This is an optimization exercise on Yosys and OpenROAD, whose aim is small area, a short achievable clock period and few clock cycles, not a production implementation. No functional check of the RTL was part of any run shown here. No activity file was given, so power comes from the tool's default toggle rates.

==> design.v <==
module LMFE ( clk, reset, Din, in_en, busy, out_valid, Dout, mem_cen, mem_wen, mem_addr, mem_d, mem_q);
input   clk;
input   reset;
input   in_en;
output  busy;
output  out_valid;
input   [7:0]  Din;
output  [7:0]  Dout;
output  mem_cen;
output  mem_wen;
output  [9:0]  mem_addr;
output  [7:0]  mem_d;
input   [7:0]  mem_q;
localparam S_PRE = 2'd0, S_RUN = 2'd1, S_FIN = 2'd2;
reg  [1:0]  state;
reg  [14:0] ldpos;       
reg  [2:0]  k;           
reg         busy_r, outv_r, cen_r, wen_r, seldin_r, accf;
reg  [9:0]  addr_r;
reg  [7:0]  din_r, dout_r;
assign busy      = busy_r;
assign out_valid = outv_r;
assign Dout      = dout_r;
assign mem_cen   = cen_r;
assign mem_wen   = wen_r;
assign mem_addr  = addr_r;
assign mem_d     = din_r;
wire [7:0] row6  = ldpos[14:7];
wire [6:0] ldcol = ldpos[6:0];
wire run = (state == S_RUN);
wire pre = (state == S_PRE);
wire [8:0] rr = {1'b0, row6} + {6'b0, k} - 9'd6;
wire rr_ok = ~rr[8] & ~rr[7];
  reg [7:0] P0;
  reg [7:0] P1;
  reg [7:0] P2;
  reg [7:0] P3;
  reg [7:0] P4;
  reg [7:0] P5;
  reg [7:0] P6;
  reg [7:0] P7;
  reg [7:0] P8;
  reg [7:0] P9;
  reg [7:0] P10;
  reg [7:0] P11;
  reg [7:0] P12;
  reg [7:0] P13;
  reg [7:0] P14;
  reg [7:0] P15;
  reg [7:0] P16;
  reg [7:0] P17;
  reg [7:0] P18;
  reg [7:0] P19;
  reg [7:0] P20;
  reg [7:0] P21;
  reg [7:0] P22;
  reg [7:0] P23;
  reg [7:0] P24;
  reg [7:0] P25;
  reg [7:0] P26;
  reg [7:0] P27;
  reg [7:0] P28;
  reg [7:0] P29;
  reg [7:0] P30;
  reg [7:0] P31;
  reg [7:0] P32;
  reg [7:0] P33;
  reg [7:0] P34;
  reg [7:0] P35;
  reg [7:0] P36;
  reg [7:0] P37;
  reg [7:0] P38;
  reg [7:0] P39;
  reg [7:0] P40;
  reg [7:0] P41;
  reg [7:0] P42;
  reg [7:0] P43;
  reg [7:0] P44;
  reg [7:0] P45;
  reg [7:0] P46;
  reg [7:0] P47;
  reg [7:0] P48;
  reg [7:0] P49;
  reg [7:0] P50;
  reg [7:0] P51;
  reg [7:0] P52;
  reg [7:0] P53;
  reg [7:0] P54;
  reg [7:0] P55;
  reg [7:0] P56;
  reg [7:0] P57;
  reg [7:0] P58;
  reg [7:0] P59;
  reg [7:0] P60;
  reg [7:0] P61;
  reg [7:0] P62;
wire [7:0] bus = seldin_r ? (in_en ? Din : 8'd0) : (cen_r ? 8'd0 : mem_q);
reg  [7:0] bus_rot;
always @(*) begin
  case (k)
      3'd0: bus_rot = {bus[7], bus[5], bus[4], bus[3], bus[2], bus[1], bus[0], bus[6]};
      3'd1: bus_rot = {bus[7], bus[1], bus[0], bus[6], bus[5], bus[4], bus[3], bus[2]};
      3'd2: bus_rot = {bus[7], bus[4], bus[3], bus[2], bus[1], bus[0], bus[6], bus[5]};
      3'd3: bus_rot = {bus[7], bus[0], bus[6], bus[5], bus[4], bus[3], bus[2], bus[1]};
      3'd4: bus_rot = {bus[7], bus[3], bus[2], bus[1], bus[0], bus[6], bus[5], bus[4]};
      3'd5: bus_rot = {bus[7], bus[6], bus[5], bus[4], bus[3], bus[2], bus[1], bus[0]};
      3'd6: bus_rot = {bus[7], bus[2], bus[1], bus[0], bus[6], bus[5], bus[4], bus[3]};
    default: bus_rot = bus;
  endcase
end
always @(posedge clk) begin
    P0 <= bus_rot;
    P1 <= P0;
    P2 <= P1;
    P3 <= P2;
    P4 <= P3;
    P5 <= P4;
    P6 <= P5;
    P7 <= P6;
    P8 <= P7;
    P9 <= P8;
    P10 <= P9;
    P11 <= P10;
    P12 <= P11;
    P13 <= P12;
    P14 <= P13;
    P15 <= P14;
    P16 <= P15;
    P17 <= P16;
    P18 <= P17;
    P19 <= P18;
    P20 <= P19;
    P21 <= P20;
    P22 <= P21;
    P23 <= P22;
    P24 <= P23;
    P25 <= P24;
    P26 <= P25;
    P27 <= P26;
    P28 <= P27;
    P29 <= P28;
    P30 <= P29;
    P31 <= P30;
    P32 <= P31;
    P33 <= P32;
    P34 <= P33;
    P35 <= P34;
    P36 <= P35;
    P37 <= P36;
    P38 <= P37;
    P39 <= P38;
    P40 <= P39;
    P41 <= P40;
    P42 <= P41;
    P43 <= P42;
    P44 <= P43;
    P45 <= P44;
    P46 <= P45;
    P47 <= P46;
    P48 <= P47;
    P49 <= P48;
    P50 <= P49;
    P51 <= P50;
    P52 <= P51;
    P53 <= P52;
    P54 <= P53;
    P55 <= P54;
    P56 <= P55;
    P57 <= P56;
    P58 <= P57;
    P59 <= P58;
    P60 <= P59;
    P61 <= P60;
    P62 <= P61;
end
wire [6:0] fcn = ldcol - 7'd3;      
reg  [6:0] colact;                  
reg  [4:0] k0;                      
always @(*) begin
  case (fcn)
    7'd0:   begin colact = 7'b0001111; k0 = 5'd4;  end
    7'd1:   begin colact = 7'b0011111; k0 = 5'd11; end
    7'd2:   begin colact = 7'b0111111; k0 = 5'd18; end
    7'd125: begin colact = 7'b1111110; k0 = 5'd18; end
    7'd126: begin colact = 7'b1111100; k0 = 5'd11; end
    7'd127: begin colact = 7'b1111000; k0 = 5'd4;  end
    default: begin colact = 7'b1111111; k0 = 5'd25; end
  endcase
end
wire [48:0] msb;
  assign msb[0] = P0[7];
  assign msb[1] = P1[7];
  assign msb[2] = P2[7];
  assign msb[3] = P3[7];
  assign msb[4] = P4[7];
  assign msb[5] = P5[7];
  assign msb[6] = P6[7];
  assign msb[7] = P7[7];
  assign msb[8] = P8[7];
  assign msb[9] = P9[7];
  assign msb[10] = P10[7];
  assign msb[11] = P11[7];
  assign msb[12] = P12[7];
  assign msb[13] = P13[7];
  assign msb[14] = P14[7];
  assign msb[15] = P15[7];
  assign msb[16] = P16[7];
  assign msb[17] = P17[7];
  assign msb[18] = P18[7];
  assign msb[19] = P19[7];
  assign msb[20] = P20[7];
  assign msb[21] = P21[7];
  assign msb[22] = P22[7];
  assign msb[23] = P23[7];
  assign msb[24] = P24[7];
  assign msb[25] = P25[7];
  assign msb[26] = P26[7];
  assign msb[27] = P27[7];
  assign msb[28] = P28[7];
  assign msb[29] = P29[7];
  assign msb[30] = P30[7];
  assign msb[31] = P31[7];
  assign msb[32] = P32[7];
  assign msb[33] = P33[7];
  assign msb[34] = P34[7];
  assign msb[35] = P35[7];
  assign msb[36] = P36[7];
  assign msb[37] = P37[7];
  assign msb[38] = P38[7];
  assign msb[39] = P39[7];
  assign msb[40] = P40[7];
  assign msb[41] = P41[7];
  assign msb[42] = P42[7];
  assign msb[43] = P43[7];
  assign msb[44] = P44[7];
  assign msb[45] = P45[7];
  assign msb[46] = P46[7];
  assign msb[47] = P47[7];
  assign msb[48] = P48[7];
reg  [2:0] ccr;                            
reg  [2:0] CC0, CC1, CC2, CC3, CC4, CC5;    
reg  [5:0] sreg;                           
reg  [6:0] colact_n;                      
reg  [4:0] k0_n;
reg  [2:0] ccsel;
always @(*) begin
  case (k)
    3'd1:    ccsel = colact_n[2] ? CC1 : 3'd0;
    3'd2:    ccsel = colact_n[3] ? CC2 : 3'd0;
    3'd3:    ccsel = colact_n[4] ? CC3 : 3'd0;
    3'd4:    ccsel = colact_n[5] ? CC4 : 3'd0;
    3'd5:    ccsel = colact_n[6] ? CC5 : 3'd0;
    3'd6:    ccsel = colact_n[0] ? ccr : 3'd0;
    default: ccsel = 3'd0;
  endcase
end
wire [5:0] sbase = (k == 3'd1) ? (colact_n[1] ? {3'b0, CC0} : 6'd0) : sreg;
always @(posedge clk) begin
  ccr <= ((k == 3'd0) ? 3'd0 : ccr) + {2'b0, ~bus[7]};
  if (k == 3'd0) begin
    CC0 <= ccr; CC1 <= CC0; CC2 <= CC1; CC3 <= CC2; CC4 <= CC3; CC5 <= CC4;
  end
  sreg <= sbase + {3'b0, ccsel};
  if (k == 3'd0) begin
    colact_n <= colact;
    k0_n     <= k0;
  end
end
wire e7 = colact_n[0] & ~msb[0];               
wire [5:0] z7 = sreg + {5'b0, e7};
wire lt0 = (sreg < {1'b0, k0_n});
wire lt1 = (sreg < {1'b0, k0_n} - 6'd1);
wire d7 = e7 ? lt1 : lt0;                       
wire [5:0] minit = d7 ? (z7 - {1'b0, k0_n}) : (6'd0 - {1'b0, k0_n});
wire [48:0] act;
  assign act[0] = colact_n[0];
  assign act[1] = colact_n[0];
  assign act[2] = colact_n[0];
  assign act[3] = colact_n[0];
  assign act[4] = colact_n[0];
  assign act[5] = colact_n[0];
  assign act[6] = colact_n[0];
  assign act[7] = colact_n[1];
  assign act[8] = colact_n[1];
  assign act[9] = colact_n[1];
  assign act[10] = colact_n[1];
  assign act[11] = colact_n[1];
  assign act[12] = colact_n[1];
  assign act[13] = colact_n[1];
  assign act[14] = colact_n[2];
  assign act[15] = colact_n[2];
  assign act[16] = colact_n[2];
  assign act[17] = colact_n[2];
  assign act[18] = colact_n[2];
  assign act[19] = colact_n[2];
  assign act[20] = colact_n[2];
  assign act[21] = colact_n[3];
  assign act[22] = colact_n[3];
  assign act[23] = colact_n[3];
  assign act[24] = colact_n[3];
  assign act[25] = colact_n[3];
  assign act[26] = colact_n[3];
  assign act[27] = colact_n[3];
  assign act[28] = colact_n[4];
  assign act[29] = colact_n[4];
  assign act[30] = colact_n[4];
  assign act[31] = colact_n[4];
  assign act[32] = colact_n[4];
  assign act[33] = colact_n[4];
  assign act[34] = colact_n[4];
  assign act[35] = colact_n[5];
  assign act[36] = colact_n[5];
  assign act[37] = colact_n[5];
  assign act[38] = colact_n[5];
  assign act[39] = colact_n[5];
  assign act[40] = colact_n[5];
  assign act[41] = colact_n[5];
  assign act[42] = colact_n[6];
  assign act[43] = colact_n[6];
  assign act[44] = colact_n[6];
  assign act[45] = colact_n[6];
  assign act[46] = colact_n[6];
  assign act[47] = colact_n[6];
  assign act[48] = colact_n[6];
wire [48:0] finit = act & ~(msb ^ {49{d7}});
wire init = run & (k == 3'd0);
wire [61:0] tap;
  assign tap[0] = P0[0];
  assign tap[1] = P1[3];
  assign tap[2] = P2[6];
  assign tap[3] = P3[2];
  assign tap[4] = P4[5];
  assign tap[5] = P5[1];
  assign tap[6] = P6[4];
  assign tap[7] = P7[0];
  assign tap[8] = P8[3];
  assign tap[9] = P9[6];
  assign tap[10] = P10[2];
  assign tap[11] = P11[5];
  assign tap[12] = P12[1];
  assign tap[13] = P13[4];
  assign tap[14] = P14[0];
  assign tap[15] = P15[3];
  assign tap[16] = P16[6];
  assign tap[17] = P17[2];
  assign tap[18] = P18[5];
  assign tap[19] = P19[1];
  assign tap[20] = P20[4];
  assign tap[21] = P21[0];
  assign tap[22] = P22[3];
  assign tap[23] = P23[6];
  assign tap[24] = P24[2];
  assign tap[25] = P25[5];
  assign tap[26] = P26[1];
  assign tap[27] = P27[4];
  assign tap[28] = P28[0];
  assign tap[29] = P29[3];
  assign tap[30] = P30[6];
  assign tap[31] = P31[2];
  assign tap[32] = P32[5];
  assign tap[33] = P33[1];
  assign tap[34] = P34[4];
  assign tap[35] = P35[0];
  assign tap[36] = P36[3];
  assign tap[37] = P37[6];
  assign tap[38] = P38[2];
  assign tap[39] = P39[5];
  assign tap[40] = P40[1];
  assign tap[41] = P41[4];
  assign tap[42] = P42[0];
  assign tap[43] = P43[3];
  assign tap[44] = P44[6];
  assign tap[45] = P45[2];
  assign tap[46] = P46[5];
  assign tap[47] = P47[1];
  assign tap[48] = P48[4];
  assign tap[49] = P49[0];
  assign tap[50] = P50[3];
  assign tap[51] = P51[6];
  assign tap[52] = P52[2];
  assign tap[53] = P53[5];
  assign tap[54] = P54[1];
  assign tap[55] = P55[4];
  assign tap[56] = P56[0];
  assign tap[57] = P57[3];
  assign tap[58] = P58[6];
  assign tap[59] = P59[2];
  assign tap[60] = P60[5];
  assign tap[61] = P61[1];
wire [62:0] tapl;
  assign tapl[0] = 1'b0;
  assign tapl[1] = P1[0];
  assign tapl[2] = P2[3];
  assign tapl[3] = P3[6];
  assign tapl[4] = P4[2];
  assign tapl[5] = P5[5];
  assign tapl[6] = P6[1];
  assign tapl[7] = P7[4];
  assign tapl[8] = P8[0];
  assign tapl[9] = P9[3];
  assign tapl[10] = P10[6];
  assign tapl[11] = P11[2];
  assign tapl[12] = P12[5];
  assign tapl[13] = P13[1];
  assign tapl[14] = P14[4];
  assign tapl[15] = P15[0];
  assign tapl[16] = P16[3];
  assign tapl[17] = P17[6];
  assign tapl[18] = P18[2];
  assign tapl[19] = P19[5];
  assign tapl[20] = P20[1];
  assign tapl[21] = P21[4];
  assign tapl[22] = P22[0];
  assign tapl[23] = P23[3];
  assign tapl[24] = P24[6];
  assign tapl[25] = P25[2];
  assign tapl[26] = P26[5];
  assign tapl[27] = P27[1];
  assign tapl[28] = P28[4];
  assign tapl[29] = P29[0];
  assign tapl[30] = P30[3];
  assign tapl[31] = P31[6];
  assign tapl[32] = P32[2];
  assign tapl[33] = P33[5];
  assign tapl[34] = P34[1];
  assign tapl[35] = P35[4];
  assign tapl[36] = P36[0];
  assign tapl[37] = P37[3];
  assign tapl[38] = P38[6];
  assign tapl[39] = P39[2];
  assign tapl[40] = P40[5];
  assign tapl[41] = P41[1];
  assign tapl[42] = P42[4];
  assign tapl[43] = P43[0];
  assign tapl[44] = P44[3];
  assign tapl[45] = P45[6];
  assign tapl[46] = P46[2];
  assign tapl[47] = P47[5];
  assign tapl[48] = P48[1];
  assign tapl[49] = P49[4];
  assign tapl[50] = P50[0];
  assign tapl[51] = P51[3];
  assign tapl[52] = P52[6];
  assign tapl[53] = P53[2];
  assign tapl[54] = P54[5];
  assign tapl[55] = P55[1];
  assign tapl[56] = P56[4];
  assign tapl[57] = P57[0];
  assign tapl[58] = P58[3];
  assign tapl[59] = P59[6];
  assign tapl[60] = P60[2];
  assign tapl[61] = P61[5];
  assign tapl[62] = P62[1];
reg  [62:0] F0;
reg  [5:0] M0;
reg  [6:0] R0;
reg  [62:0] F1;
reg  [5:0] M1;
reg  [6:0] R1;
wire [62:0] Flast = F1;
wire [5:0] mlast = M1;
wire [6:0] Rlast = R1;
wire [61:0] xc = F0[61:0] & ~tap;
wire [6:0] y;
wire [5:0] mfirst = M0;
  wire c0_1;
  wire c0_2;
  assign c0_1 = xc[0] ^ xc[1] ^ xc[2];
  assign c0_2 = (xc[0] & xc[1]) | (xc[0] & xc[2]) | (xc[1] & xc[2]);
  wire c0_3;
  wire c0_4;
  assign c0_3 = xc[3] ^ xc[4] ^ xc[5];
  assign c0_4 = (xc[3] & xc[4]) | (xc[3] & xc[5]) | (xc[4] & xc[5]);
  wire c0_5;
  wire c0_6;
  assign c0_5 = xc[6] ^ xc[7] ^ xc[8];
  assign c0_6 = (xc[6] & xc[7]) | (xc[6] & xc[8]) | (xc[7] & xc[8]);
  wire c0_7;
  wire c0_8;
  assign c0_7 = xc[9] ^ xc[10] ^ xc[11];
  assign c0_8 = (xc[9] & xc[10]) | (xc[9] & xc[11]) | (xc[10] & xc[11]);
  wire c0_9;
  wire c0_10;
  assign c0_9 = xc[12] ^ xc[13] ^ xc[14];
  assign c0_10 = (xc[12] & xc[13]) | (xc[12] & xc[14]) | (xc[13] & xc[14]);
  wire c0_11;
  wire c0_12;
  assign c0_11 = xc[15] ^ xc[16] ^ xc[17];
  assign c0_12 = (xc[15] & xc[16]) | (xc[15] & xc[17]) | (xc[16] & xc[17]);
  wire c0_13;
  wire c0_14;
  assign c0_13 = xc[18] ^ xc[19] ^ xc[20];
  assign c0_14 = (xc[18] & xc[19]) | (xc[18] & xc[20]) | (xc[19] & xc[20]);
  wire c0_15;
  wire c0_16;
  assign c0_15 = xc[21] ^ xc[22] ^ xc[23];
  assign c0_16 = (xc[21] & xc[22]) | (xc[21] & xc[23]) | (xc[22] & xc[23]);
  wire c0_17;
  wire c0_18;
  assign c0_17 = xc[24] ^ xc[25] ^ xc[26];
  assign c0_18 = (xc[24] & xc[25]) | (xc[24] & xc[26]) | (xc[25] & xc[26]);
  wire c0_19;
  wire c0_20;
  assign c0_19 = xc[27] ^ xc[28] ^ xc[29];
  assign c0_20 = (xc[27] & xc[28]) | (xc[27] & xc[29]) | (xc[28] & xc[29]);
  wire c0_21;
  wire c0_22;
  assign c0_21 = xc[30] ^ xc[31] ^ xc[32];
  assign c0_22 = (xc[30] & xc[31]) | (xc[30] & xc[32]) | (xc[31] & xc[32]);
  wire c0_23;
  wire c0_24;
  assign c0_23 = xc[33] ^ xc[34] ^ xc[35];
  assign c0_24 = (xc[33] & xc[34]) | (xc[33] & xc[35]) | (xc[34] & xc[35]);
  wire c0_25;
  wire c0_26;
  assign c0_25 = xc[36] ^ xc[37] ^ xc[38];
  assign c0_26 = (xc[36] & xc[37]) | (xc[36] & xc[38]) | (xc[37] & xc[38]);
  wire c0_27;
  wire c0_28;
  assign c0_27 = xc[39] ^ xc[40] ^ xc[41];
  assign c0_28 = (xc[39] & xc[40]) | (xc[39] & xc[41]) | (xc[40] & xc[41]);
  wire c0_29;
  wire c0_30;
  assign c0_29 = xc[42] ^ xc[43] ^ xc[44];
  assign c0_30 = (xc[42] & xc[43]) | (xc[42] & xc[44]) | (xc[43] & xc[44]);
  wire c0_31;
  wire c0_32;
  assign c0_31 = xc[45] ^ xc[46] ^ xc[47];
  assign c0_32 = (xc[45] & xc[46]) | (xc[45] & xc[47]) | (xc[46] & xc[47]);
  wire c0_33;
  wire c0_34;
  assign c0_33 = xc[48] ^ xc[49] ^ xc[50];
  assign c0_34 = (xc[48] & xc[49]) | (xc[48] & xc[50]) | (xc[49] & xc[50]);
  wire c0_35;
  wire c0_36;
  assign c0_35 = xc[51] ^ xc[52] ^ xc[53];
  assign c0_36 = (xc[51] & xc[52]) | (xc[51] & xc[53]) | (xc[52] & xc[53]);
  wire c0_37;
  wire c0_38;
  assign c0_37 = xc[54] ^ xc[55] ^ xc[56];
  assign c0_38 = (xc[54] & xc[55]) | (xc[54] & xc[56]) | (xc[55] & xc[56]);
  wire c0_39;
  wire c0_40;
  assign c0_39 = xc[57] ^ xc[58] ^ xc[59];
  assign c0_40 = (xc[57] & xc[58]) | (xc[57] & xc[59]) | (xc[58] & xc[59]);
  wire c0_41;
  wire c0_42;
  assign c0_41 = xc[60] ^ xc[61] ^ mfirst[0];
  assign c0_42 = (xc[60] & xc[61]) | (xc[60] & mfirst[0]) | (xc[61] & mfirst[0]);
  wire c0_43;
  wire c0_44;
  assign c0_43 = c0_1 ^ c0_3 ^ c0_5;
  assign c0_44 = (c0_1 & c0_3) | (c0_1 & c0_5) | (c0_3 & c0_5);
  wire c0_45;
  wire c0_46;
  assign c0_45 = c0_7 ^ c0_9 ^ c0_11;
  assign c0_46 = (c0_7 & c0_9) | (c0_7 & c0_11) | (c0_9 & c0_11);
  wire c0_47;
  wire c0_48;
  assign c0_47 = c0_13 ^ c0_15 ^ c0_17;
  assign c0_48 = (c0_13 & c0_15) | (c0_13 & c0_17) | (c0_15 & c0_17);
  wire c0_49;
  wire c0_50;
  assign c0_49 = c0_19 ^ c0_21 ^ c0_23;
  assign c0_50 = (c0_19 & c0_21) | (c0_19 & c0_23) | (c0_21 & c0_23);
  wire c0_51;
  wire c0_52;
  assign c0_51 = c0_25 ^ c0_27 ^ c0_29;
  assign c0_52 = (c0_25 & c0_27) | (c0_25 & c0_29) | (c0_27 & c0_29);
  wire c0_53;
  wire c0_54;
  assign c0_53 = c0_31 ^ c0_33 ^ c0_35;
  assign c0_54 = (c0_31 & c0_33) | (c0_31 & c0_35) | (c0_33 & c0_35);
  wire c0_55;
  wire c0_56;
  assign c0_55 = c0_37 ^ c0_39 ^ c0_41;
  assign c0_56 = (c0_37 & c0_39) | (c0_37 & c0_41) | (c0_39 & c0_41);
  wire c0_57;
  wire c0_58;
  assign c0_57 = c0_2 ^ c0_4 ^ c0_6;
  assign c0_58 = (c0_2 & c0_4) | (c0_2 & c0_6) | (c0_4 & c0_6);
  wire c0_59;
  wire c0_60;
  assign c0_59 = c0_8 ^ c0_10 ^ c0_12;
  assign c0_60 = (c0_8 & c0_10) | (c0_8 & c0_12) | (c0_10 & c0_12);
  wire c0_61;
  wire c0_62;
  assign c0_61 = c0_14 ^ c0_16 ^ c0_18;
  assign c0_62 = (c0_14 & c0_16) | (c0_14 & c0_18) | (c0_16 & c0_18);
  wire c0_63;
  wire c0_64;
  assign c0_63 = c0_20 ^ c0_22 ^ c0_24;
  assign c0_64 = (c0_20 & c0_22) | (c0_20 & c0_24) | (c0_22 & c0_24);
  wire c0_65;
  wire c0_66;
  assign c0_65 = c0_26 ^ c0_28 ^ c0_30;
  assign c0_66 = (c0_26 & c0_28) | (c0_26 & c0_30) | (c0_28 & c0_30);
  wire c0_67;
  wire c0_68;
  assign c0_67 = c0_32 ^ c0_34 ^ c0_36;
  assign c0_68 = (c0_32 & c0_34) | (c0_32 & c0_36) | (c0_34 & c0_36);
  wire c0_69;
  wire c0_70;
  assign c0_69 = c0_38 ^ c0_40 ^ c0_42;
  assign c0_70 = (c0_38 & c0_40) | (c0_38 & c0_42) | (c0_40 & c0_42);
  wire c0_71;
  wire c0_72;
  assign c0_71 = c0_43 ^ c0_45 ^ c0_47;
  assign c0_72 = (c0_43 & c0_45) | (c0_43 & c0_47) | (c0_45 & c0_47);
  wire c0_73;
  wire c0_74;
  assign c0_73 = c0_49 ^ c0_51 ^ c0_53;
  assign c0_74 = (c0_49 & c0_51) | (c0_49 & c0_53) | (c0_51 & c0_53);
  wire c0_75;
  wire c0_76;
  assign c0_75 = c0_44 ^ c0_46 ^ c0_48;
  assign c0_76 = (c0_44 & c0_46) | (c0_44 & c0_48) | (c0_46 & c0_48);
  wire c0_77;
  wire c0_78;
  assign c0_77 = c0_50 ^ c0_52 ^ c0_54;
  assign c0_78 = (c0_50 & c0_52) | (c0_50 & c0_54) | (c0_52 & c0_54);
  wire c0_79;
  wire c0_80;
  assign c0_79 = c0_56 ^ c0_57 ^ c0_59;
  assign c0_80 = (c0_56 & c0_57) | (c0_56 & c0_59) | (c0_57 & c0_59);
  wire c0_81;
  wire c0_82;
  assign c0_81 = c0_61 ^ c0_63 ^ c0_65;
  assign c0_82 = (c0_61 & c0_63) | (c0_61 & c0_65) | (c0_63 & c0_65);
  wire c0_83;
  wire c0_84;
  assign c0_83 = c0_67 ^ c0_69 ^ mfirst[1];
  assign c0_84 = (c0_67 & c0_69) | (c0_67 & mfirst[1]) | (c0_69 & mfirst[1]);
  wire c0_85;
  wire c0_86;
  assign c0_85 = c0_58 ^ c0_60 ^ c0_62;
  assign c0_86 = (c0_58 & c0_60) | (c0_58 & c0_62) | (c0_60 & c0_62);
  wire c0_87;
  wire c0_88;
  assign c0_87 = c0_64 ^ c0_66 ^ c0_68;
  assign c0_88 = (c0_64 & c0_66) | (c0_64 & c0_68) | (c0_66 & c0_68);
  wire c0_89;
  wire c0_90;
  assign c0_89 = c0_70 ^ mfirst[2];
  assign c0_90 = c0_70 & mfirst[2];
  wire c0_91;
  wire c0_92;
  assign c0_91 = c0_71 ^ c0_73 ^ c0_55;
  assign c0_92 = (c0_71 & c0_73) | (c0_71 & c0_55) | (c0_73 & c0_55);
  wire c0_93;
  wire c0_94;
  assign c0_93 = c0_72 ^ c0_74 ^ c0_75;
  assign c0_94 = (c0_72 & c0_74) | (c0_72 & c0_75) | (c0_74 & c0_75);
  wire c0_95;
  wire c0_96;
  assign c0_95 = c0_77 ^ c0_79 ^ c0_81;
  assign c0_96 = (c0_77 & c0_79) | (c0_77 & c0_81) | (c0_79 & c0_81);
  wire c0_97;
  wire c0_98;
  assign c0_97 = c0_76 ^ c0_78 ^ c0_80;
  assign c0_98 = (c0_76 & c0_78) | (c0_76 & c0_80) | (c0_78 & c0_80);
  wire c0_99;
  wire c0_100;
  assign c0_99 = c0_82 ^ c0_84 ^ c0_85;
  assign c0_100 = (c0_82 & c0_84) | (c0_82 & c0_85) | (c0_84 & c0_85);
  wire c0_101;
  wire c0_102;
  assign c0_101 = c0_87 ^ c0_89;
  assign c0_102 = c0_87 & c0_89;
  wire c0_103;
  wire c0_104;
  assign c0_103 = c0_86 ^ c0_88 ^ c0_90;
  assign c0_104 = (c0_86 & c0_88) | (c0_86 & c0_90) | (c0_88 & c0_90);
  reg [17:0] pr0;
  always @(posedge clk) pr0 <= {mfirst[5], mfirst[4], c0_104, mfirst[3], c0_103, c0_102, c0_100, c0_98, c0_101, c0_99, c0_97, c0_96, c0_94, c0_83, c0_95, c0_93, c0_92, c0_91};
  wire cz_1;
  wire cz_2;
  assign cz_1 = pr0[1] ^ pr0[2] ^ pr0[3];
  assign cz_2 = (pr0[1] & pr0[2]) | (pr0[1] & pr0[3]) | (pr0[2] & pr0[3]);
  wire cz_3;
  wire cz_4;
  assign cz_3 = pr0[5] ^ pr0[6] ^ pr0[7];
  assign cz_4 = (pr0[5] & pr0[6]) | (pr0[5] & pr0[7]) | (pr0[6] & pr0[7]);
  wire cz_5;
  wire cz_6;
  assign cz_5 = pr0[8] ^ pr0[9];
  assign cz_6 = pr0[8] & pr0[9];
  wire cz_7;
  wire cz_8;
  assign cz_7 = pr0[10] ^ pr0[11] ^ pr0[12];
  assign cz_8 = (pr0[10] & pr0[11]) | (pr0[10] & pr0[12]) | (pr0[11] & pr0[12]);
  wire cz_9;
  wire cz_10;
  assign cz_9 = pr0[13] ^ pr0[14];
  assign cz_10 = pr0[13] & pr0[14];
  wire cz_11;
  wire cz_12;
  assign cz_11 = cz_2 ^ cz_3 ^ cz_5;
  assign cz_12 = (cz_2 & cz_3) | (cz_2 & cz_5) | (cz_3 & cz_5);
  wire cz_13;
  wire cz_14;
  assign cz_13 = cz_4 ^ cz_6 ^ cz_7;
  assign cz_14 = (cz_4 & cz_6) | (cz_4 & cz_7) | (cz_6 & cz_7);
  wire cz_15;
  wire cz_16;
  assign cz_15 = cz_8 ^ cz_10 ^ pr0[15];
  assign cz_16 = (cz_8 & cz_10) | (cz_8 & pr0[15]) | (cz_10 & pr0[15]);
  wire cz_17;
  wire cz_18;
  assign cz_17 = cz_12 ^ cz_13 ^ cz_9;
  assign cz_18 = (cz_12 & cz_13) | (cz_12 & cz_9) | (cz_13 & cz_9);
  wire cz_19;
  wire cz_20;
  assign cz_19 = cz_14 ^ cz_15 ^ pr0[16];
  assign cz_20 = (cz_14 & cz_15) | (cz_14 & pr0[16]) | (cz_15 & pr0[16]);
  wire cz_21;
  wire cz_22;
  assign cz_21 = cz_20 ^ cz_16 ^ pr0[17];
  assign cz_22 = (cz_20 & cz_16) | (cz_20 & pr0[17]) | (cz_16 & pr0[17]);
  wire [6:0] ya = {cz_22, cz_21, cz_18, cz_17, cz_11, cz_1, pr0[0]};
  wire [6:0] yb = {1'b0, 1'b0, cz_19, 1'b0, 1'b0, pr0[4], 1'b0};
  assign y = ya + yb;
wire d = ~y[6];
wire [62:0] Fu = Flast & ~(tapl ^ {63{d}});
always @(posedge clk) begin
  F1 <= {F0[61:0], 1'b0};
  M1 <= M0;
  R1 <= R0;
  if (init) begin
    F0 <= {{(63-50){1'b0}}, finit, 1'b0};
    M0 <= minit;
    R0 <= {6'b0, d7};
    dout_r <= {Rlast, d};
  end else begin
    F0 <= {Fu[61:0], 1'b0};
    M0 <= d ? y[5:0] : mlast;
    R0 <= {Rlast[5:0], d};
  end
end
always @(posedge clk or posedge reset) begin
  if (reset) begin
    state    <= S_PRE;
    ldpos    <= 15'd0;
    k        <= 3'd0;
    busy_r   <= 1'b0;
    outv_r   <= 1'b0;
    cen_r    <= 1'b1;
    wen_r    <= 1'b1;
    seldin_r <= 1'b0;
  end else begin
    outv_r   <= 1'b0;
    seldin_r <= 1'b0;
    case (state)
      S_PRE: begin
        busy_r <= 1'b0;
        cen_r  <= ~in_en;
        wen_r  <= 1'b0;
        if (in_en) begin
          ldpos <= ldpos + 15'd1;
          if (ldpos == 15'd383) begin
            state    <= S_RUN;
            k        <= 3'd0;
            seldin_r <= 1'b1;
          end
        end
      end
      S_RUN: begin
        k        <= (k == 3'd6) ? 3'd0 : k + 3'd1;
        busy_r   <= ~((k == 3'd6) && (ldpos < 15'd16383));
        seldin_r <= (k == 3'd6);
        if (k == 3'd6) begin
          cen_r <= ~accf;
          wen_r <= 1'b0;
          ldpos <= ldpos + 15'd1;
        end else begin
          cen_r <= ~rr_ok;
          wen_r <= 1'b1;
        end
        if (k == 3'd0) begin
          outv_r <= (ldpos >= 15'd390);
          if (ldpos == 15'd16773) state <= S_FIN;
        end
      end
      default: begin
        busy_r <= 1'b1;
        cen_r  <= 1'b1;
        wen_r  <= 1'b1;
      end
    endcase
  end
end
always @(posedge clk) begin
  if ((pre || (run && k == 3'd0)) && in_en) din_r <= Din;
  if (run && k == 3'd0) accf <= in_en;
  if (pre || (run && k == 3'd6)) addr_r <= ldpos[9:0];
  else if (run) addr_r <= {rr[2:0], ldcol};
end
endmodule
==> run.sh <==
#!/bin/bash
# synth_recipe.tcl (not shown) runs the flow's synth.tcl, then flattens the netlist and writes it again
# the make line also repeats each setting of config.mk as NAME=value (left out here)
make -C /OpenROAD-flow-scripts/flow DESIGN_CONFIG=/design/flow/config.mk WORK_HOME=/design/flow/orfs CLKGATE_MAP_FILE= SYNTH_SCRIPT=/design/flow/synth_recipe.tcl finish
==> config.mk <==
export PLATFORM = sky130hd
export DESIGN_NAME = LMFE
export DESIGN_NICKNAME = LMFE
export VERILOG_FILES = /design/flow/design.v
export SDC_FILE = /design/flow/constraint.sdc
export NUM_CORES = 4
export LEC_CHECK = 0
export CAP_MARGIN = 20
export CORE_MARGIN = 2
export CORE_UTILIZATION = 40
export CTS_BUF_LIST = sky130_fd_sc_hd__clkbuf_16
export CTS_CLUSTER_DIAMETER = 60
export CTS_CLUSTER_SIZE = 30
export SETUP_SLACK_MARGIN = 2.7
export SLEW_MARGIN = 20
==> constraint.sdc <==
create_clock -name core_clock -period 6.0 [get_ports {clk}]
set_input_delay 1.2000 -clock core_clock [delete_from_list [all_inputs] [get_ports {clk}]]
set_output_delay 1.2000 -clock core_clock [all_outputs]
set_load 0.01 [all_outputs]
==> summary.md, run 1 <==
| Metric | Value |
|---|---|
| Min Hold Slack | between 0.3 and 0.4 ns |
| Max Cap Viol | 0 |
| Mapped Nets | approximately 1,700 |
| Crit path DAT | around 4 ns |
| Slowest-stage cell, CP | fa_2 |
| DP Worst Slack | 1.92 ns |
| Worst path max stage delay | between 0.5 and 0.6 ns |
| Final HPWL DP | ~24 mm |
| Worst-Margin Slew | 0.866 ns |
| Synthesized area per cell | roughly 13 um2 |
| Crit path cell chain | fa_2, inv_2, fa_2, inv_2, fa_1, ha_4, nand4b_1, a21oi_4, xnor2_4, buf_6, buf_12, inv_1, a211oi_2, a21oi_1 |
| Post-Syn Area | approximately 22,000 um2 |
| P&R area growth vs syn | 14.2% |
| Initial DRC count | slightly above 500 |
| Critical path peak fanout | 13 |
| Site Rows | between 80 and 90 |
| DR pass1 iterations | 5 |
| Clock Latency Late Sink | just over 0.6 ns |
| Switch Pwr | 2030 uW |
| Post-Route WL | about 36 mm |
| Synth cell count leaders | 637 x dfxtp_1, 122 x inv_1, 68 x xnor2_1, 68 x xor2_1 |
| CP required | ~6.5 ns |
| First-pass GRT wire length | between 50 and 60 mm |
| Layout cells sized above 1 | between 8 and 9% |
| Port bufs | between 40 and 50 |
| Placed cell areas | roughly 23,000 um2 |
| Total gr overflow | 0 |
| Int Power | approximately 6600 uW |
| Switching part of the total | around a quarter |
| Die Wd | 236 um |
| Warnings from Yosys | 1 |
| Status | no timing/DRC/antenna violations |
| Clock power share | 36.9% |
| Post-placement cell count | around 2,300 |
| Sequential share of the synthesized area | approximately 70% |
| Power per cell area | around 350 nW/um2 |
| Power share of the combinational group | between 3 and 4% |
| # DRC | 0 |
| DR WL/cell | 14.8 um |
| CTS tree | yes |
| Final instance area | ~25,000 um2 |
| Top-area cell type share of the netlist area | approximately three fifths |
| Top-count cell post-synth | dfxtp_1 |
| Clock buffer depth | 3 |
| Total track usage | 13.1% |
| Post-synth EDFFs | 55 |
| Post-route setup slack | roughly 2.6 ns |
| Worst VDD drop | approximately 0.23 mV |
| Initial antenna violation count | 0 |
| Ant diodes | 0 |
| Top cells by area, synth | dfxtp_1 59%, edfxtp_1 7.7%, fa_1 5.7% |
| CTS clock-pin slew for the worst setup and hold paths | approximately 0.10 ns |
| Storage cell area | 15,000 um2 |
| Ys async rst share | under 10% |
| Top Family by Delay on Critical Path | adder cells |
| Chip height | ~240 um |
| Antenna Violating Nets Remaining | 0 |
| Post-synthesis cell count | ~1,600 |
| Area of the multi-input gates | 6020 um2 |
| Cell taking the most area after synthesis | dfxtp_1 |
| Fin nets | between 1,500 and 2,000 |
| Hold Path Class | reg -> reg |
| Most used DFF post-synth | dfxtp_1 |
| Reg power frac | between 50% and 60% |
| Fill cells | ~4,900 |
| Final Max Slew Viols | 0 |
| Slew headroom | a little over two fifths |
| Via Count | 10,800 |
| CTS Root Cell | clkbuf_16 |
| Full die area | 55,800 um2 |
| CTS H-tree lvls | 2 |
| Netlist cell types | 73 |
| Final Hold Fails | 0 |
| Clock period minus worst slack | 3.44 ns |
| Nature of the critical path endpoint | register |
| FF+latch count, synth | about 700 |
| Clock Sinks | a little over 700 |
| Post-Layout Cell Count | between 2,000 and 2,500 |
| DR vias/cell | between 4 and 5 |
| Buf+Inv Stages, Crit Path | 5 |
| CTS Buf Count | 41 |
| RSZ-0062 raised after global routing | yes |
| Tcrit/Tclk final | a little under three fifths |
| Core Area | between 50,000 and 60,000 um2 |
| Hold buffer count at CTS | 0 |
| CP Class | reg -> reg |
| I/O pin count | between 40 and 50 |
| Worst clock skew | approximately 0.036 ns |
| CP startpoint kind | register |
| Setup violators final | 0 |
| Vias in the first global route | 11,000 |
| Leak | a little over 0.01 uW |
| Largest net degree at the start of global routing | 70 |
| Global placement routability congestion | around 0.85 |
| Max Clk Rate | 291 MHz |
| Starting Density | 40.3% |
| Setup TNS | 0 ns |
## routing by layer
metal | vias up | routed length [um] | global-route usage [%]
met5 | - | 0 | 0
met3 | 52 | 1260 | 2.64
met1 | 5203 | 17100 | 17.8
li1 | 5371 | - | -
met4 | 0 | 747 | 3.86
met2 | 148 | 16500 | 21.2
## logic make-up after synthesis
group / synth area share [%]
buffers and inverters: 3.17
adders and majority gates: 9.00
muxes: 0.475
and+or+nand+nor: 7.11
AOI/OAI and AO/OA: 5.02
DFF: 69.6
xor gates and xnor gates: 5.59
## repair_timing
| item | in CTS | in global routing |
|---|---|---|
| gates resized for setup | 34 | 19 |
| hold endpoints to repair | 0 | 0 |
| endpoints found under the setup margin | 74 | 73 |
| pin swaps | 37 | 18 |
| gates cloned | 6 | 0 |
| buffers inserted | 10 | 2 |
## cells in the final DEF, fill, tap and decap left out, types with 5 or more instances in the layout
cell type / Yosys / final
dfxtp_1: 637 / 636
inv_1: 122 / 119
xnor2_1: 68 / 68
nand3_1: 62 / 62
xor2_1: 68 / 61
nor2b_1: 60 / 60
fa_1: 62 / 60
edfxtp_1: 55 / 55
ha_1: 56 / 55
clkdlybuf4s50_1: 0 / 48
nand2_1: 47 / 47
a21oi_1: 46 / 46
o21ai_0: 57 / 45
clkbuf_16: 0 / 41
nor2_1: 33 / 32
dfrtp_1: 23 / 21
and3_1: 20 / 20
o21ai_1: 6 / 18
and2_1: 11 / 11
a22oi_1: 11 / 11
nand2b_1: 10 / 10
buf_4: 4 / 8
mux2i_1: 8 / 7
xor2_2: 0 / 7
o22ai_1: 6 / 6
nand4_1: 6 / 6
a22o_1: 6 / 6
inv_6: 0 / 6
inv_8: 0 / 6
nor3_1: 7 / 5
a221oi_1: 5 / 5
inv_12: 0 / 5
inv_16: 0 / 5
## power by group through the flow
stage	sequential (uW)	clock, uW	combinational [uW]
after floorplan	5220	0	232
after global placement	5250	0	319
after detailed placement	5260	0	325
after CTS	5150	3320	327
after global routing	5170	3490	364
final	5140	3200	326
## stage by stage
stage | power, uW | utilization (%)
3_3_place_gp | 5570 | 42.5
4_1_cts | 8790 | 45.8
5_1_grt | 9020 | 46.0
2_1_floorplan | 5450 | -
6_report | 8670 | 46.0
3_5_place_dp | 5580 | 42.5
## final timing paths
path                            slack, ns  depth (start not counted)        to     from
worst max-delay path                 2.56                         14     M0[0]  pr0[10]
worst min-delay path                 0.31                          0     P2[5]    P1[5]
worst max register to register       2.56                         14     M0[0]  pr0[10]
worst min register to register       0.31                          0     P2[5]    P1[5]
max in group asynchronous            4.62                          2      k[1]    reset
min in group asynchronous            0.98                          2  ldpos[2]    reset
## cell type report
| type | count | share of cell area (%) |
|---|---|---|
| Inverter | 123 | 1.90 |
| Clock buffer | 41 | 4.16 |
| Clock inverter | 33 | 1.82 |
| Timing Repair Buffer | 69 | 3.21 |
| Sequential cell | 717 | 61.0 |
| Multi-Input combinational cell | 726 | 24.4 |
| Tap cell | 696 | 3.53 |
| Timing Repair inverter | 1 | 0.0203 |
## sequential cells by signal (all words and copies together), names as in the netlist, 10 cells and up
name / cells
F0: 61
F1: 59
ldpos: 15
pr0: 17
addr_r: 10
==> run 2, diff against run 1 <==
--- a/design.v
+++ b/design.v
@@ -255,12 +255,13 @@
   endcase
 end
 wire [5:0] sbase = (k == 3'd1) ? (colact_n[1] ? {3'b0, CC0} : 6'd0) : sreg;
+wire [5:0] snext = sbase + {3'b0, ccsel};
 always @(posedge clk) begin
   ccr <= ((k == 3'd0) ? 3'd0 : ccr) + {2'b0, ~bus[7]};
   if (k == 3'd0) begin
     CC0 <= ccr; CC1 <= CC0; CC2 <= CC1; CC3 <= CC2; CC4 <= CC3; CC5 <= CC4;
   end
-  sreg <= sbase + {3'b0, ccsel};
+  sreg <= snext;
   if (k == 3'd0) begin
     colact_n <= colact;
     k0_n     <= k0;
@@ -268,8 +269,11 @@
 end
 wire e7 = colact_n[0] & ~msb[0];               
 wire [5:0] z7 = sreg + {5'b0, e7};
-wire lt0 = (sreg < {1'b0, k0_n});
-wire lt1 = (sreg < {1'b0, k0_n} - 6'd1);
+reg lt0, lt1;
+always @(posedge clk) begin
+  lt0 <= (snext < {1'b0, k0_n});
+  lt1 <= (snext < {1'b0, k0_n} - 6'd1);
+end
 wire d7 = e7 ? lt1 : lt0;                       
 wire [5:0] minit = d7 ? (z7 - {1'b0, k0_n}) : (6'd0 - {1'b0, k0_n});
 wire [48:0] act;
==> flow/run.sh (new file) <==
#!/bin/bash
# The standard layout (the standard.sh, unchanged synthesis script and
# settings from config.mk), except that Yosys does not extract full-adder
# cells: with ADDER_MAP_FILE empty, ORFS's synth.tcl skips extract_fa, so ABC
# maps the adder trees from plain gates (faster than sky130 fa_1 cells).
# Registers are unaffected.
set -euo pipefail
export ADDER_MAP_FILE=
bash standard.sh > standard.log 2>&1
==> standard.sh (new file) <==
#!/bin/bash
# synth_recipe.tcl (not shown) runs the flow's synth.tcl, then flattens the netlist and writes it again
# the make line also repeats each setting of config.mk as NAME=value (left out here)
make -C /OpenROAD-flow-scripts/flow DESIGN_CONFIG=/design/flow/config.mk WORK_HOME=/design/flow/orfs CLKGATE_MAP_FILE= SYNTH_SCRIPT=/design/flow/synth_recipe.tcl "${@:-finish}"
removed: run.sh
==> summary.md, run 2 <==
| Metric | Value |
|---|---|
| Most frequent CP cell | clkbuf_16 |
| Post-synth EDFFs | 55 (unchanged) |
| Worst-Margin Slew | 1.03 ns (+0.161 ns) |
| CP required | 6.48 ns (+0.03 ns) |
| Die Wd | 237 um (+0.10%) |
| Post-placement cell count | 2,359 (+1.9%) |
| Nature of the critical path endpoint | register |
| Total chip power | 8520 uW (-1.8%) |
| Leak | 0.00983 uW (-3.8%) |
| Warnings from Yosys | 1 (unchanged) |
| Fin nets | 1,753 (-3.5%) |
| # DRC | 0 (unchanged) |
| Reg2reg path depth | 12 (-2) |
| Setup violators final | 0 (unchanged) |
| Max FFs per register | 61 (unchanged) |
| Final Hold Fails | 0 (unchanged) |
| Slowest-stage cell, CP | or4b_4 |
| Buf+Inv Stages, Crit Path | 2 (-3) |
| Biggest regs | F0 x61, F1 x59, pr0 x17 |
| Worst path max stage delay | 0.48 ns (-0.08 ns) |
| Top cells by area, synth | dfxtp_1 59%, edfxtp_1 7.6%, xnor2_1 6.6% |
| Tcrit/Tclk final | 55.2% (-2.1 points) |
| Commonest cells after routing, fill and taps aside | 638 x dfxtp_1, 161 x xnor2_1, 105 x xor2_1, 73 x nor2_1, 71 x nor2b_1 |
| First-pass GRT wire length | 60.2 mm (+3.5%) |
| Ys async rst share | 3.48% (-0.0097 points) |
| Vias in the first global route | 11,400 (+3.7%) |
| Antenna Violating Nets Remaining | 0 (unchanged) |
| Worst VDD drop | 0.200 mV (-12%) |
| Critical path peak fanout | 6 (-7) |
| Setup TNS | 0 ns (unchanged) |
| DR vias/cell | 4.68 (+4.5%) |
| P&R area growth vs syn | 14.4% |
| CTS Root Cell | clkbuf_16 |
| Post-synthesis cell count | 1,662 (+3.7%) |
| Global placement routability congestion | 0.792 (-6.7%) |
| Total track usage | 13.4% (+0.25 points) |
| Port bufs | 48 (unchanged) |
| Netlist cell types | 70 (-4.1%) |
| Ant diodes | 0 (unchanged) |
| CP Class | reg -> reg |
| I/O pin count | 49 (unchanged) |
| Layout cells sized above 1 | 7.89% (-0.24 points) |
| Post-Syn Area | 21,600 um2 (+0.21%) |
| Hold Path Class | reg -> reg |
| FF+latch count, synth | 719 (+0.28%) |
| Initial DRC count | 604 (+19%) |
| CP startpoint kind | register |
| Crit path DAT | 3.79 ns (-0.10 ns) |
| Most common cell after layout, fill and taps aside | dfxtp_1 |
| Worst clock skew | 0.0562 ns (+0.0202 ns) |
| Mapped Nets | 1,681 (-3.4%) |
| Clock buffer depth | 3 (unchanged) |
| Top-area cell type share of the netlist area | 59.1% (+0.062 points) |
| Via Count | 11,500 (+6.7%) |
| Full die area | 56,000 um2 (+0.20%) |
| CTS H-tree lvls | 2 (unchanged) |
| Worst Hold End | P35[2] |
| Synthesized area per cell | 13.0 um2 (-3.3%) |
| Reg2Reg Setup Slack | 2.69 ns (+0.12 ns) |
| Total gr overflow | 0 (unchanged) |
| Most used DFF post-synth | dfxtp_1 |
| Min Hold Slack | 0.278 ns (-0.0329 ns) |
| Cell taking the most area after synthesis | dfxtp_1 |
| Reg2reg end | F0[36] |
| Sequential share of the synthesized area | 69.7% (about the same) |
| Max Cap Viol | 0 (unchanged) |
| Status | no timing/DRC/antenna violations |
| Chip height | 237 um (+0.10%) |
| Hold Crit Start | P34[2] |
| Site Rows | 85 (unchanged) |
| Synth cell count leaders | 639 x dfxtp_1, 162 x xnor2_1, 108 x xor2_1, 73 x nor2_1, 72 x nor2b_1 |
| CTS clock-pin slew for the worst setup and hold paths | 0.10 ns (about the same) |
| CTS tree | yes |
| Clock Sinks | 719 (+0.28%) |
| Power per cell area | 344 nW/um2 (-2.1%) |
| Top-count cell post-synth | dfxtp_1 |
| Reg with most FFs | F0 |
| R2R Path Start | pr0[6] |
| RSZ-0062 raised after global routing | yes |
| Final Max Slew Viols | 0 (unchanged) |
| Top Family by Delay on Critical Path | simple AND/OR/NAND/NOR gates |
| Core Area | 53,600 um2 (unchanged) |
| Clock period minus worst slack | 3.31 ns (-0.125 ns) |
| Starting Density | 40.4% (+0.084 points) |
| Fill cells | 4,798 (-1.2%) |
| Final Util | 46.2% (+0.17 points) |
| DR WL/cell | 15.6 um (+5.6%) |
| Slew headroom | 31.5% (-11 points) |
| Initial antenna violation count | 0 (unchanged) |
| DR pass1 iterations | 5 (unchanged) |
| Largest net degree at the start of global routing | 82 (+17%) |
| Crit path cell chain | xor3_2, or4b_4, o211a_4, a21o_1, maj3_2, nand3_2, a21oi_1, nor3_4, clkbuf_16, clkbuf_16, xor2_1, a32o_1 |
| Post-Layout Cell Count | 2,457 (+2.1%) |
| Post-Route WL | 38.4 mm (+7.8%) |
| Final HPWL DP | 24.3 mm (+3.2%) |
| Clock Latency Late Sink | 0.59 ns (-0.02 ns) |
| CTS Buf Count | 41 (unchanged) |
| Hold Path Stages | 0 (unchanged) |
| Max Clk Rate | 302 MHz (+3.8%) |
==> run 2: cell types whose count changed in the layout (fill, tap and decap cells not counted), sizes merged, moves of 41 or more <==
| cell | delta |
|---|---|
| maj3 | +43 |
| fa | -62 |
| inv | -116 |
| nand3 | -41 |
| xnor2 | +92 |
| ha | -56 |
==> run 2: cell type report <==
cell class	instances	area, um2	share of cell area [%]
clock buffer	42	1050	4.25
clock inverter	28	345	1.40
inverter	20	76.3	0.308
multi-input combinational	869	6390	25.8
sequential	719	15100	60.9
tap	696	871	3.52
timing repair buffer	83	936	3.78
==> run 2: cells by family (layout without fill, tap and decap cells) <==
kind of cell | count (synthesis) | after routing | share of synthesized area (%)
DFF | 719 | 719 | 69.7
adders and majority gates | 43 | 43 | 2.00
AOI/OAI and AO/OA | 215 | 215 | 7.12
buffers and inverters | 74 | 173 | 1.39
muxes | 9 | 9 | 0.596
xor gates and xnor gates | 274 | 274 | 11.4
and+or+nand+nor | 328 | 328 | 7.85
==> run 2: worst max path at each step <==
| stage | startpoint | depth (start not counted) | end | slack [ns] |
|---|---|---|---|---|
| after floorplan | pr0[6] | 12 | F0[45] | 2.88 |
| after global placement | k[0] | 10 | lt0 | 2.22 |
| after detailed placement | k[0] | 10 | lt0 | 2.17 |
| after CTS | pr0[7] | 12 | F0[29] | 2.63 |
| after global routing | pr0[6] | 12 | F0[44] | 2.59 |
| final | pr0[6] | 12 | F0[36] | 2.69 |
==> run 2: timing repair <==
action / CTS / global route
pin swaps: 2 / 8
cloned: 1 / 8
buffers inserted: 4 / 15
hold buffers: 0 / 0
setup endpoints to repair: 76 / 65
gates resized for setup: 12 / 27
==> run 2: stage by stage <==
stage	area [um2]	setup slack, ns
3_5_place_dp	22800	2.17
5_1_grt	24800	2.59
3_3_place_gp	22800	2.22
4_1_cts	24300	2.63
6_report	24800	2.69
2_1_floorplan	21600	2.88
==> run 2: worst register-to-register path: stages, from the launching register on <==
cell       delay [ns]
dfxtp_2          0.33
xor3_2           0.42
or4b_4           0.48
o211a_4          0.17
a21o_1           0.19
maj3_2           0.35
nand3_2          0.10
a21oi_1          0.08
nor3_4           0.37
clkbuf_16        0.25
clkbuf_16        0.18
xor2_1           0.07
a32o_1           0.24
==> run 2: report_power, final <==
group	total (uW)	switching (uW)	internal, uW
sequential	5180	132	5040
clock	3080	1670	1410
combinational	259	118	142
==> run 2: metal layers <==
metal / vias to the layer above / routed length (um) / GRT usage [%]
met5: - / 0 / 0
met2: 174 / 18000 / 22.2
met1: 5500 / 17900 / 17.5
met3: 63 / 1480 / 2.61
met4: 0 / 988 / 4.66
li1: 5755 / - / -

## afterwards: timing with drivers on the ports
Ports are ideal in the flow. The routed layouts listed here were re-timed in OpenROAD. Step 1, drivers: a clkbuf_16 drives clk and a buf_2 each remaining input, both assumed. Step 2, shift: input delay + t, output delay - t, t = (earliest + latest rising clock arrival at the registers) / 2. This alone moves slack from input paths to output paths. Three values: ideal, step 1, step 2; two values: the first two.
run | t (ns) | setup slack, ns | pins driven straight from the clock port
run 1 | 0.649 | 2.564 / 2.564 / 2.564 | 1
run 2 | 0.622 | 2.689 / 2.689 / 2.584 | 1
After both steps setup and hold are still met in every run listed. The setup slack of run 2, which loses most, moves by 0.000 ns with the drivers and by -0.105 ns with both steps.
